What follows belongs to an exercise in optimizing a design on an open flow for small area; a production flow would make more cautious choices. In this exercise RTL edits were held to simulation tests only and were not proved equivalent to the original. Power and IR drop assume default switching activity. No driver is modelled on the clock port, so clocking that relies on it looks cheaper here than on a real chip.

==> inputs of v7 <==
==> flow/design.v (excerpt) <==
module router(clk, reset, polarity,
N_S_di_v0, N_S_di_v1, N_S_si_v0, N_S_si_v1, N_S_ri_v0, N_S_ri_v1, S_N_do_v0, S_N_do_v1, S_N_so_v0, S_N_so_v1, S_N_ro_v0, S_N_ro_v1,
S_N_di_v0, S_N_di_v1, S_N_si_v0, S_N_si_v1, S_N_ri_v0, S_N_ri_v1, N_S_do_v0, N_S_do_v1, N_S_so_v0, N_S_so_v1, N_S_ro_v0, N_S_ro_v1,
E_W_di_v0, E_W_di_v1, E_W_si_v0, E_W_si_v1, E_W_ri_v0, E_W_ri_v1, W_E_do_v0, W_E_do_v1, W_E_so_v0, W_E_so_v1, W_E_ro_v0, W_E_ro_v1,
W_E_di_v0, W_E_di_v1, W_E_si_v0, W_E_si_v1, W_E_ri_v0, W_E_ri_v1, E_W_do_v0, E_W_do_v1, E_W_so_v0, E_W_so_v1, E_W_ro_v0, E_W_ro_v1,
pedi_v0, pedi_v1, pesi_v0, pesi_v1, peri_v0, peri_v1, pedo_v0, pedo_v1, peso_v0, peso_v1, pero_v0, pero_v1
);
input clk, reset;
output reg polarity;
input [63:0] N_S_di_v0, N_S_di_v1, S_N_di_v0, S_N_di_v1, E_W_di_v0, E_W_di_v1, W_E_di_v0, W_E_di_v1, pedi_v0, pedi_v1;
input N_S_si_v0, N_S_si_v1, S_N_si_v0, S_N_si_v1, E_W_si_v0, E_W_si_v1, W_E_si_v0, W_E_si_v1, pesi_v0, pesi_v1;
output reg N_S_ri_v0, N_S_ri_v1, S_N_ri_v0, S_N_ri_v1, E_W_ri_v0, E_W_ri_v1, W_E_ri_v0, W_E_ri_v1, peri_v0, peri_v1;
  ...
Settings: LEC_CHECK=0, CAP_MARGIN=20, CORE_AREA=5 5 315 315, DIE_AREA=0 0 320 320, SLEW_MARGIN=20; clock period 4.0 ns.
standard.sh (not shown) runs the stock make flow with config.mk's settings and CLKGATE_MAP_FILE= SYNTH_SCRIPT=/design/flow/synth_recipe.tcl, a recipe that flattens the netlist after the stock synthesis.
==> flow/flow/run.sh <==
#!/bin/bash
# Own layout flow: the standard flow (standard.sh, which runs the standard
# synthesis unchanged) with two ORFS settings changed:
#  - port buffers use the smallest buffer cell instead of the default choice;
#  - clock tree synthesis builds the tree without dummy loads.
# Each tool's full output stays in the ORFS logs under orfs/logs; make's own
# output goes to flow_make.log in this folder.
set -euo pipefail
cd "$(dirname "$0")/.."
bash standard.sh \
  "BUFFER_PORTS_ARGS=-buffer_cell sky130_fd_sc_hd__buf_1" \
  "CTS_ARGS=-sink_clustering_enable -repair_clock_nets -dont_use_dummy_load -sink_clustering_size 30 -sink_clustering_max_diameter 100" \
  "PLACE_PINS_ARGS=-min_distance 1 -min_distance_in_tracks" \
  finish > flow_make.log 2>&1
==> v10: changes against v7 <==
==> flow/flow/run.sh (replaced) <==
#!/bin/bash
# Own layout flow: the standard flow (standard.sh, which runs the standard
# synthesis unchanged) with these ORFS settings changed:
#  - port buffers (one per port, as in the standard flow) use the smallest
#    buffer cell instead of the default choice;
#  - clock tree synthesis uses larger sink clusters and no dummy loads;
set -euo pipefail
cd "$(dirname "$0")/.."
bash standard.sh \
  "BUFFER_PORTS_ARGS=-buffer_cell sky130_fd_sc_hd__buf_1" \
  "CTS_ARGS=-sink_clustering_enable -repair_clock_nets -dont_use_dummy_load -sink_clustering_size 24 -sink_clustering_max_diameter 80" \
  "PLACE_PINS_ARGS=-min_distance 1 -min_distance_in_tracks" \
  finish > flow_make.log 2>&1
Settings changed: GPL_TIMING_DRIVEN from default to 0, PLACE_DENSITY from default to 0.7.
==> notes.md <==
| item | v10 | v7 |
|---|---|---|
| Number of CTS-inserted buffers | 59 | 48 |
| Non-clock buffer instance count of the final layout | 1724 | 1348 |
| Register area | 24600 sq um | 24600 sq um |
| Worst slew margin relative to its limit | 0.184 | 0.218 |
| Final weighted congestion in routability-driven placement | 1.05 | 0.974 |
| Met3 layer wire length in the routed design | 37.1 mm | 32.8 mm |
| Power in the clock group | 6.65 mW | 6.07 mW |
| Status | timing/DRC/antenna clean | timing/DRC/antenna clean |
| Switching power as a share of total power | 0.288 | 0.284 |
| Overall fraction of global-route tracks in use | 0.437 | 0.418 |
| CP Capture Point | owe1[45]$_DFF_P_ | N_S_ri_v0 |
| Power in combinational cells | 2.63 mW | 2.30 mW |
| Overall Power | 23.5 mW | 22.7 mW |
| Critical path endpoint category | register | primary output |
| Clk pin slew, worst setup/hold paths | 0.10 ns | 0.12 ns |
| Max Clk Rate | 267 MHz | 320 MHz |
| Total routed wirelength | 239 mm | 228 mm |

[static timing again, ports no longer ideal]
In the flow no input, the clock included, has a driving cell. The finished layouts below were timed again as built, in two steps. Step 1 sets driving cells, clkbuf_16 on the clock port and buf_2 on the other inputs (assumed; they add their load-dependent delay and slew). Step 2 moves the port delays by t, midway between the first and last clock arrival at a register: inputs arrive t later, outputs are due t later. That takes back most of the time a late clock gives input paths. Three values: ideal, step 1, step 2; two values: the first two.
run | shift t [ns] | setup WS [ns] | worst setup path at the end | latest minus earliest clock arrival (ns)
v7 | 0.720 | 0.879 / 0.806 / 0.894 | input to register | 0.070 / 0.070
v10 | 0.753 | 0.260 / 0.260 / 0.041 | input to register | 0.078 / 0.078
After both steps setup and hold are still met in every run listed. The setup slack of v10, which loses most, moves by 0.000 ns with the drivers and by -0.219 ns with both steps.
